What follows belongs to an exercise in optimizing a design on an open flow for small area; a production flow would make more cautious choices. At most, simulation tests tie the RTL to the original design; equivalence was not proved. Power figures rest on the tool's default switching activity, not on a simulated workload.

==> flow/design.v (excerpt) <==
module StepCalculatorDataflow (
    input wire clk,
    input wire rst,
    input wire [7:0] hr_input,
    input wire [2:0] steps_per_second,
    input wire [7:0] stride_length,
    input wire valid_input,
    output wire [15:0] total_steps,
    output wire [31:0] total_distance,
    output wire [31:0] distance_per_second,
    output wire [7:0] time_elapsed,
    output wire [1:0] heart_rate_classification,
    output wire [7:0] max_heart_rate,
    output wire [31:0] total_calories,
    output wire [31:0] average_heart_rate,
    output wire [1:0] workout_intensity,
    output wire [15:0] speed
);
export LEC_CHECK = 0
export CAP_MARGIN = 20
export CORE_MARGIN = 2
export CORE_UTILIZATION = 75
export SLEW_MARGIN = 20
create_clock -name core_clock -period 90.0 [get_ports {clk}]
standard.sh (not shown) runs the stock make flow with config.mk's settings and CLKGATE_MAP_FILE= SYNTH_SCRIPT=/design/flow/synth_recipe.tcl, a recipe that flattens the netlist after the stock synthesis.
==> flow/flow/run.sh <==
#!/bin/bash
# Standard ORFS layout (the standard.sh) with a few extra ORFS settings
# from flow/extra.mk: smaller port buffers, no CTS dummy loads.
set -euo pipefail
HERE=$(pwd)
{ echo "include $HERE/config.mk"; cat "$HERE/flow/extra.mk"; } > "$HERE/my_config.mk"
sed "s#DESIGN_CONFIG=[^ ]*#DESIGN_CONFIG=$HERE/my_config.mk#" standard.sh > my_standard.sh
bash my_standard.sh > standard.log 2>&1
==> flow/flow/extra.mk <==
export BUFFER_PORTS_ARGS = -buffer_cell sky130_fd_sc_hd__buf_1
export CTS_ARGS = -sink_clustering_enable -repair_clock_nets -dont_use_dummy_load -buf_list sky130_fd_sc_hd__clkbuf_8 -sink_clustering_size 18 -sink_clustering_max_diameter 55
export SKIP_REPAIR_TIE_FANOUT = 1
Edit:
--- a/flow/design.v
+++ b/flow/design.v
@@ -43,54 +43,50 @@
     end
     always @(posedge clk)
         if (start) clr <= ~valid_input;
     wire ph_a  = start | (busy && k[6:5] == 2'd0);
     wire ph_b  = (k[6:5] == 2'd1);
     wire ph_b6 = ph_b && !(k[4:3] == 2'b11 && k[2:1] != 2'b00);    
     wire ph_c  = (k[6:5] == 2'd2);
     wire ph_ts = ph_c && !k[4];
     wire ph_d  = (k[6:5] == 2'd3);
     wire ph_te = ph_d && (k[4:3] == 2'd0);
     wire [4:0] ki = k[4:0];                  
     wire ix0 = (ki == 5'd0);
-    localparam [7:0] H_POL = 8'haa;
-    reg [7:0] h_q;
-    wire [7:0] h = h_q ^ H_POL;
+    reg [7:0] h;         
     reg [2:0] s;         
     always @(posedge clk) begin
         if (valid_input)
-            h_q <= hr_input ^ H_POL;
+            h <= hr_input;
         else
-            h_q <= ~{h_q[0], h_q[7:1]};
+            h <= {h[0], h[7:1]};
         if (valid_input) s <= steps_per_second;
     end
     wire [2:0] s_e = clr ? 3'd0 : s;
     reg [7:0] mx;
     reg gt;
     wire ph_mx  = (k[6:4] == 3'b100);
     wire ph_cmp = (k[6:3] == 4'b1000);
     wire m_b = mx[0] & flag;
     wire h_b = h[1] & ~clr;
     always @(posedge clk) begin
         if (ph_cmp)
             gt <= (h_b & ~m_b) | (~(h_b ^ m_b) & ~ix0 & gt);
         if (ph_mx)
             mx <= {ph_cmp ? mx[0] : (gt ? h_b : m_b), mx[7:1]};
     end
     reg [15:0] ts;
     reg [31:0] td;
     reg [31:0] sum;
-    localparam [31:0] AVG_POL = 32'haaaaaaaa;
-    reg [31:0] avg_q;
-    wire [31:0] avg = avg_q ^ AVG_POL;
+    reg [31:0] avg;
     reg [19:0] cal;
     reg [15:0] spd;
     reg [7:0] te;
     reg [7:0] r;
     wire div_first = start | (ph_b & ix0) | (ph_c & ix0);
     wire td_rd  = start ? td[31] : td[{~k[3:0], 1'b1}];
     wire sum_rd = sum[{~k[3:0], 1'b1}];
     wire n_in = ph_a ? td_rd : (ph_c ? sum_rd : avg[31]);
     wire [7:0] dv = ph_b ? 8'd125 : te;
     wire [8:0] x9 = {(div_first ? 8'd0 : r), n_in};
     wire [8:0] b9 = {1'b1, ~dv};
     wire [9:0] dc;
@@ -154,27 +150,27 @@
     wire [2:0] td_add = {(cA & cB) | (cA & ctd_e[1]) | (cB & ctd_e[1]), cA ^ cB ^ ctd_e[1], sA ^ a2 ^ ctd_e[0]};
     always @(posedge clk) begin
         if (ph_a)
             td <= {td[0], td[31:1]};
         else if (ph_b)
             td <= {td_add[0], td[31:1]};
         ctd <= td_add[2:1];
     end
     always @(posedge clk)
         if (ph_a) spd <= {spd[14:0], q & spd_ok};
     always @(posedge clk) begin
         if (ph_a)
-            avg_q <= ~{p_t, avg_q[31:1]};
+            avg <= {p_t, avg[31:1]};
         else if (ph_b6 || ph_c)
-            avg_q <= ~{avg_q[30:0], ~(q & avg_ok)};
+            avg <= {avg[30:0], q & avg_ok};
     end
     always @(posedge clk) begin
         if (valid_input)
             cal[17:10] <= {stride_length[0], stride_length[1], stride_length[2], stride_length[3],
                            stride_length[4], stride_length[5], stride_length[6], stride_length[7]};
         else if (ph_b6)
             cal <= {cal[18:0], q & flag};
     end
     reg csum;
     wire h_bit = h_b & ph_te;
     wire sm_i = sum[0] & flag;
     wire csum_e = ~ix0 & csum;
Outcome:
- The new run finished with timing, DRC and antenna clean
- worst setup slack is better by 0.040 ns
- area after synthesis falls by 0.87%
- cell count climbs by about 7%
- register-to-register slack is worse by 0.65 ns
- power goes down by about 1%
- maximum frequency barely changes
- wire length is higher by 5.4%
- core utilization rises by 0.42 points

StepCalculatorDataflow, a different RTL version from the one above (not shown whole).
Size: about 610 cells after synthesis, roughly 200 I/O pins, ~9100 um2 of cells after synthesis.
==> module StepCalculatorDataflow, before the edit <==
module StepCalculatorDataflow (
    input wire clk,
    input wire rst,
    input wire [7:0] hr_input,
    input wire [2:0] steps_per_second,
    input wire [7:0] stride_length,
    input wire valid_input,
    output wire [15:0] total_steps,
    output wire [31:0] total_distance,
    output wire [31:0] distance_per_second,
    output wire [7:0] time_elapsed,
    output wire [1:0] heart_rate_classification,
    output wire [7:0] max_heart_rate,
    output wire [31:0] total_calories,
    output wire [31:0] average_heart_rate,
    output wire [1:0] workout_intensity,
    output wire [15:0] speed
);
    reg [6:0] k;         
    reg z;               
    reg flag;            
    reg clr;             
    wire start = valid_input | z;    
    wire busy = (k != 7'd0);
    always @(posedge clk or posedge rst) begin
        if (rst) begin
            k <= 7'd0;
            z <= 1'b1;
            flag <= 1'b0;
        end else begin
            if (start) begin
                k <= 7'd1;
                z <= 1'b0;
            end else if (busy) begin
                k <= k + 7'd1;
            end
            if (k == 7'd127 && !clr)
                flag <= 1'b1;
        end
    end
    always @(posedge clk)
        if (start) clr <= ~valid_input;
    wire ph_a  = start | (busy && k[6:5] == 2'd0);
    wire ph_b  = (k[6:5] == 2'd1);
    wire ph_b6 = ph_b && !(k[4:3] == 2'b11 && k[2:1] != 2'b00);    
    wire ph_c  = (k[6:5] == 2'd2);
    wire ph_ts = ph_c && !k[4];
    wire ph_d  = (k[6:5] == 2'd3);
    wire ph_te = ph_d && (k[4:3] == 2'd0);
    wire [4:0] ki = k[4:0];                  
    wire ix0 = (ki == 5'd0);
    reg [7:0] h;         
    reg [2:0] s;         
    always @(posedge clk) begin
        if (valid_input)
            h <= hr_input;
        else
            h <= {h[0], h[7:1]};
        if (valid_input) s <= steps_per_second;
    end
    wire [2:0] s_e = clr ? 3'd0 : s;
    reg [7:0] mx;
    reg gt;
    wire ph_mx  = (k[6:4] == 3'b100);
    wire ph_cmp = (k[6:3] == 4'b1000);
    wire m_b = mx[0] & flag;
    wire h_b = h[1] & ~clr;
    always @(posedge clk) begin
        if (ph_cmp)
            gt <= (h_b & ~m_b) | (~(h_b ^ m_b) & ~ix0 & gt);
        if (ph_mx)
            mx <= {ph_cmp ? mx[0] : (gt ? h_b : m_b), mx[7:1]};
    end
    reg [15:0] ts;
    reg [31:0] td;
    reg [31:0] sum;
    reg [31:0] avg;
    reg [19:0] cal;
    reg [15:0] spd;
    reg [7:0] te;
    reg [7:0] r;
    wire div_first = start | (ph_b & ix0) | (ph_c & ix0);
    wire td_rd  = start ? td[31] : td[{~k[3:0], 1'b1}];
    wire sum_rd = sum[{~k[3:0], 1'b1}];
    wire n_in = ph_a ? td_rd : (ph_c ? sum_rd : avg[31]);
    wire [7:0] dv = ph_b ? 8'd125 : te;
    wire [8:0] x9 = {(div_first ? 8'd0 : r), n_in};
    wire [10:0] df = {1'b0, x9, 1'b1} + {1'b0, 1'b1, ~dv, ~ph_c};
    wire q = df[10];
    always @(posedge clk)
        r <= q ? df[8:1] : x9[7:0];
    wire spd_ok = flag & (te != 8'd0);
    wire avg_ok = flag & (te != 8'd255);
    reg [7:0] acc;
    reg [3:0] xd;
    reg pb;
    wire a_in = avg[0] & flag;
    wire [8:0] msum = {1'b0, start ? 8'd0 : acc} + {1'b0, a_in ? te : 8'd0};
    wire x_t = msum[0];
    wire x_d = ~start & (k[4:2] != 3'd0) & xd[3];
    wire b_e = ~start & pb;
    wire p_t = x_d ^ x_t ^ b_e;
    wire b_n = (~x_d & (x_t | b_e)) | (x_t & b_e);
    always @(posedge clk) begin
        acc <= msum[8:1];
        xd <= {xd[2:0], x_t};
        pb <= b_n;
    end
    reg cts;
    wire s_bit = (ki == 5'd0) ? s_e[0] : (ki == 5'd1) ? s_e[1] : (ki == 5'd2) ? s_e[2] : 1'b0;
    wire [1:0] ts_add = (ts[0] & flag) + s_bit + (~ix0 & cts);
    always @(posedge clk) begin
        if (ph_ts) ts <= {ts_add[0], ts[15:1]};
        cts <= ts_add[1];
    end
    reg w1, w2;
    always @(posedge clk) begin
        w1 <= cal[19];
        w2 <= w1;
    end
    wire a0 = s_e[0] & cal[19] & (ki[4:3] == 2'd0);
    wire a1 = s_e[1] & w1 & (ki >= 5'd1) & (ki <= 5'd8);
    wire a2 = s_e[2] & w2 & (ki >= 5'd2) & (ki <= 5'd9);
    reg [1:0] ctd;
    wire [2:0] td_add = (td[0] & flag) + a0 + a1 + a2 + (ix0 ? 2'd0 : ctd);
    always @(posedge clk) begin
        if (ph_a)
            td <= {td[0], td[31:1]};
        else if (ph_b)
            td <= {td_add[0], td[31:1]};
        ctd <= td_add[2:1];
    end
    always @(posedge clk)
        if (ph_a) spd <= {spd[14:0], q & spd_ok};
    always @(posedge clk) begin
        if (ph_a)
            avg <= {p_t, avg[31:1]};
        else if (ph_b6 || ph_c)
            avg <= {avg[30:0], q & avg_ok};
    end
    always @(posedge clk) begin
        if (valid_input)
            cal[19:12] <= {stride_length[0], stride_length[1], stride_length[2], stride_length[3],
                           stride_length[4], stride_length[5], stride_length[6], stride_length[7]};
        else if (ph_b6)
            cal <= {cal[18:0], q};
    end
    reg csum;
    wire h_bit = h_b & ph_te;
    wire [1:0] sum_add = (sum[0] & flag) + h_bit + (~ix0 & csum);
    always @(posedge clk) begin
        if (ph_c)
            sum <= {sum[0], sum[31:1]};
        else if (ph_d)
            sum <= {sum_add[0], sum[31:1]};
        csum <= sum_add[1];
    end
    reg cte;
    wire cte_e = ix0 | cte;
    always @(posedge clk) begin
        if (ph_te) te <= {flag & (te[0] ^ cte_e), te[7:1]};
        cte <= te[0] & cte_e;
    end
    assign total_steps = ts;
    assign total_distance = td;
    assign distance_per_second = 32'd0;
    assign time_elapsed = te;
    assign max_heart_rate = mx;
    assign total_calories = {12'd0, cal};
    assign average_heart_rate = avg;
    assign speed = spd;
    localparam [255:0] M_HR1 = 256'hffffffffffffffffffffffffff80000000000000000000000000000000000000;    
    localparam [255:0] M_HR2 = 256'hffffffffffffffffffe000000000000000000000000000000000000000000000;    
    localparam [255:0] M_AV1 = 256'hffffffffffffffffffffffffffffffffff000000000000000000000000000000;    
    localparam [255:0] M_AV2 = 256'hfffffffffffffffffffffffe0000000000000000000000000000000000000000;    
    wire hr1 = M_HR1[hr_input];
    wire hr2 = M_HR2[hr_input];
    assign heart_rate_classification = {hr2, hr1 & ~hr2};
    wire av_hi = |avg[31:8];
    wire av1 = av_hi | M_AV1[avg[7:0]];
    wire av2 = av_hi | M_AV2[avg[7:0]];
    assign workout_intensity = {av2, av1 & ~av2};
endmodule
clock: 90.0 ns
lec_check: 0
cap_margin: 20
core_margin: 2
core_utilization: 40
slew_margin: 20
==> flow/flow/extra.mk <==
export BUFFER_PORTS_ARGS = -buffer_cell sky130_fd_sc_hd__buf_1
export CTS_ARGS = -sink_clustering_enable -repair_clock_nets -dont_use_dummy_load -buf_list sky130_fd_sc_hd__clkbuf_8 -sink_clustering_size 16 -sink_clustering_max_diameter 80
export SKIP_REPAIR_TIE_FANOUT = 1
Scripts as last shown in full above: flow/flow/run.sh
Change:
--- a/flow/design.v
+++ b/flow/design.v
@@ -21,6 +21,12 @@
     reg flag;            
     reg clr;             
     wire start = valid_input | z;    
+    wire [6:0] k_inc;
+    assign k_inc[0] = ~k[0];
+    genvar gk;
+    generate for (gk = 1; gk < 7; gk = gk + 1) begin : g_inc
+        assign k_inc[gk] = k[gk] ^ (&k[gk-1:0]);
+    end endgenerate
     wire busy = (k != 7'd0);
     always @(posedge clk or posedge rst) begin
         if (rst) begin
@@ -32,7 +38,7 @@
                 k <= 7'd1;
                 z <= 1'b0;
             end else if (busy) begin
-                k <= k + 7'd1;
+                k <= k_inc;
             end
             if (k == 7'd127 && !clr)
                 flag <= 1'b1;
@@ -85,17 +91,35 @@
     wire n_in = ph_a ? td_rd : (ph_c ? sum_rd : avg[31]);
     wire [7:0] dv = ph_b ? 8'd125 : te;
     wire [8:0] x9 = {(div_first ? 8'd0 : r), n_in};
-    wire [10:0] df = {1'b0, x9, 1'b1} + {1'b0, 1'b1, ~dv, ~ph_c};
-    wire q = df[10];
+    wire [8:0] b9 = {1'b1, ~dv};
+    wire [9:0] dc;
+    wire [8:0] df;
+    assign dc[0] = ~ph_c;
+    genvar gd;
+    generate for (gd = 0; gd < 9; gd = gd + 1) begin : g_div
+        assign df[gd] = x9[gd] ^ b9[gd] ^ dc[gd];
+        assign dc[gd+1] = (x9[gd] & b9[gd]) | (x9[gd] & dc[gd]) | (b9[gd] & dc[gd]);
+    end endgenerate
+    wire q = dc[9];
     always @(posedge clk)
-        r <= q ? df[8:1] : x9[7:0];
+        r <= q ? df[7:0] : x9[7:0];
     wire spd_ok = flag & (te != 8'd0);
     wire avg_ok = flag & (te != 8'd255);
     reg [7:0] acc;
     reg [3:0] xd;
     reg pb;
     wire a_in = avg[0] & flag;
-    wire [8:0] msum = {1'b0, start ? 8'd0 : acc} + {1'b0, a_in ? te : 8'd0};
+    wire [7:0] m_pp = te & {8{a_in}};
+    wire [7:0] m_ac = acc & {8{~start}};
+    wire [8:0] mc;
+    wire [7:0] ms;
+    assign mc[0] = 1'b0;
+    genvar gm;
+    generate for (gm = 0; gm < 8; gm = gm + 1) begin : g_mul
+        assign ms[gm] = m_ac[gm] ^ m_pp[gm] ^ mc[gm];
+        assign mc[gm+1] = (m_ac[gm] & m_pp[gm]) | (m_ac[gm] & mc[gm]) | (m_pp[gm] & mc[gm]);
+    end endgenerate
+    wire [8:0] msum = {mc[8], ms};
     wire x_t = msum[0];
     wire x_d = ~start & (k[4:2] != 3'd0) & xd[3];
     wire b_e = ~start & pb;
@@ -108,7 +132,9 @@
     end
     reg cts;
     wire s_bit = (ki == 5'd0) ? s_e[0] : (ki == 5'd1) ? s_e[1] : (ki == 5'd2) ? s_e[2] : 1'b0;
-    wire [1:0] ts_add = (ts[0] & flag) + s_bit + (~ix0 & cts);
+    wire ts_i = ts[0] & flag;
+    wire cts_e = ~ix0 & cts;
+    wire [1:0] ts_add = {(ts_i & s_bit) | (ts_i & cts_e) | (s_bit & cts_e), ts_i ^ s_bit ^ cts_e};
     always @(posedge clk) begin
         if (ph_ts) ts <= {ts_add[0], ts[15:1]};
         cts <= ts_add[1];
@@ -122,7 +148,12 @@
     wire a1 = s_e[1] & w1 & (ki >= 5'd1) & (ki <= 5'd8);
     wire a2 = s_e[2] & w2 & (ki >= 5'd2) & (ki <= 5'd9);
     reg [1:0] ctd;
-    wire [2:0] td_add = (td[0] & flag) + a0 + a1 + a2 + (ix0 ? 2'd0 : ctd);
+    wire td_i = td[0] & flag;
+    wire [1:0] ctd_e = ix0 ? 2'd0 : ctd;
+    wire sA = td_i ^ a0 ^ a1;
+    wire cA = (td_i & a0) | (td_i & a1) | (a0 & a1);
+    wire cB = (sA & a2) | (sA & ctd_e[0]) | (a2 & ctd_e[0]);
+    wire [2:0] td_add = {(cA & cB) | (cA & ctd_e[1]) | (cB & ctd_e[1]), cA ^ cB ^ ctd_e[1], sA ^ a2 ^ ctd_e[0]};
     always @(posedge clk) begin
         if (ph_a)
             td <= {td[0], td[31:1]};
@@ -147,7 +178,9 @@
     end
     reg csum;
     wire h_bit = h_b & ph_te;
-    wire [1:0] sum_add = (sum[0] & flag) + h_bit + (~ix0 & csum);
+    wire sm_i = sum[0] & flag;
+    wire csum_e = ~ix0 & csum;
+    wire [1:0] sum_add = {(sm_i & h_bit) | (sm_i & csum_e) | (h_bit & csum_e), sm_i ^ h_bit ^ csum_e};
     always @(posedge clk) begin
         if (ph_c)
             sum <= {sum[0], sum[31:1]};
Outcome: The changed run went through all stages and came out clean. Die area drops by 2.0%. Non-clock buffer count grows by 3. Hold slack is worse by 25 ps. Area after synthesis came out lower by 2.1%. Final cell count is higher by 1.2%. Sequential share of layout area is higher by 1.4 points. Via count fell by 3.6%. Combinational power goes up by 7.4%. Maximum frequency hardly moves. Routed wire length went down by 5.8%. Total power stays flat. Setup slack degrades by 9.1 ps. Design area fell by 2.3%.
Function was not checked in any run of this note: the RTL went through the layout flow alone.

-- afterwards: timing with drivers on the ports --
The results above use ideal ports. As a check the final layouts listed here were re-extracted and re-timed, cells and wires unchanged.
Step 1 (the two cells are an assumption about what drives the block):
set clk [get_ports {clk}]
set_driving_cell -lib_cell sky130_fd_sc_hd__clkbuf_16 $clk
set_driving_cell -lib_cell sky130_fd_sc_hd__buf_2 [delete_from_list [all_inputs] $clk]
Step 2 times the ports against the registers' clock, not the clock port: input delays grow and output delays shrink by t, the midpoint of the rising clock arrivals with the driver on.
Slacks: no drivers / after step 1 / after step 2; pairs: no drivers / after step 1.
run | shift t [ns] | slack for setup (ns) | worst setup path at the end | pins driven straight from the clock port
the first run of note 1 | 0.514 | 53.095 / 53.075 / 53.075 | input to output | 1
the second run of note 1 | 0.510 | 53.135 / 53.112 / 53.112 | input to output | 1
the first run of note 2 | 0.542 | 53.088 / 53.061 / 53.061 | input to output | 1
the second run of note 2 | 0.524 | 53.079 / 53.059 / 53.059 | input to output | 1
After both steps setup and hold are still met in every run listed. For the first run of note 2, which loses most, drivers alone change the setup slack by -0.027 ns; drivers and shift together by -0.027 ns.
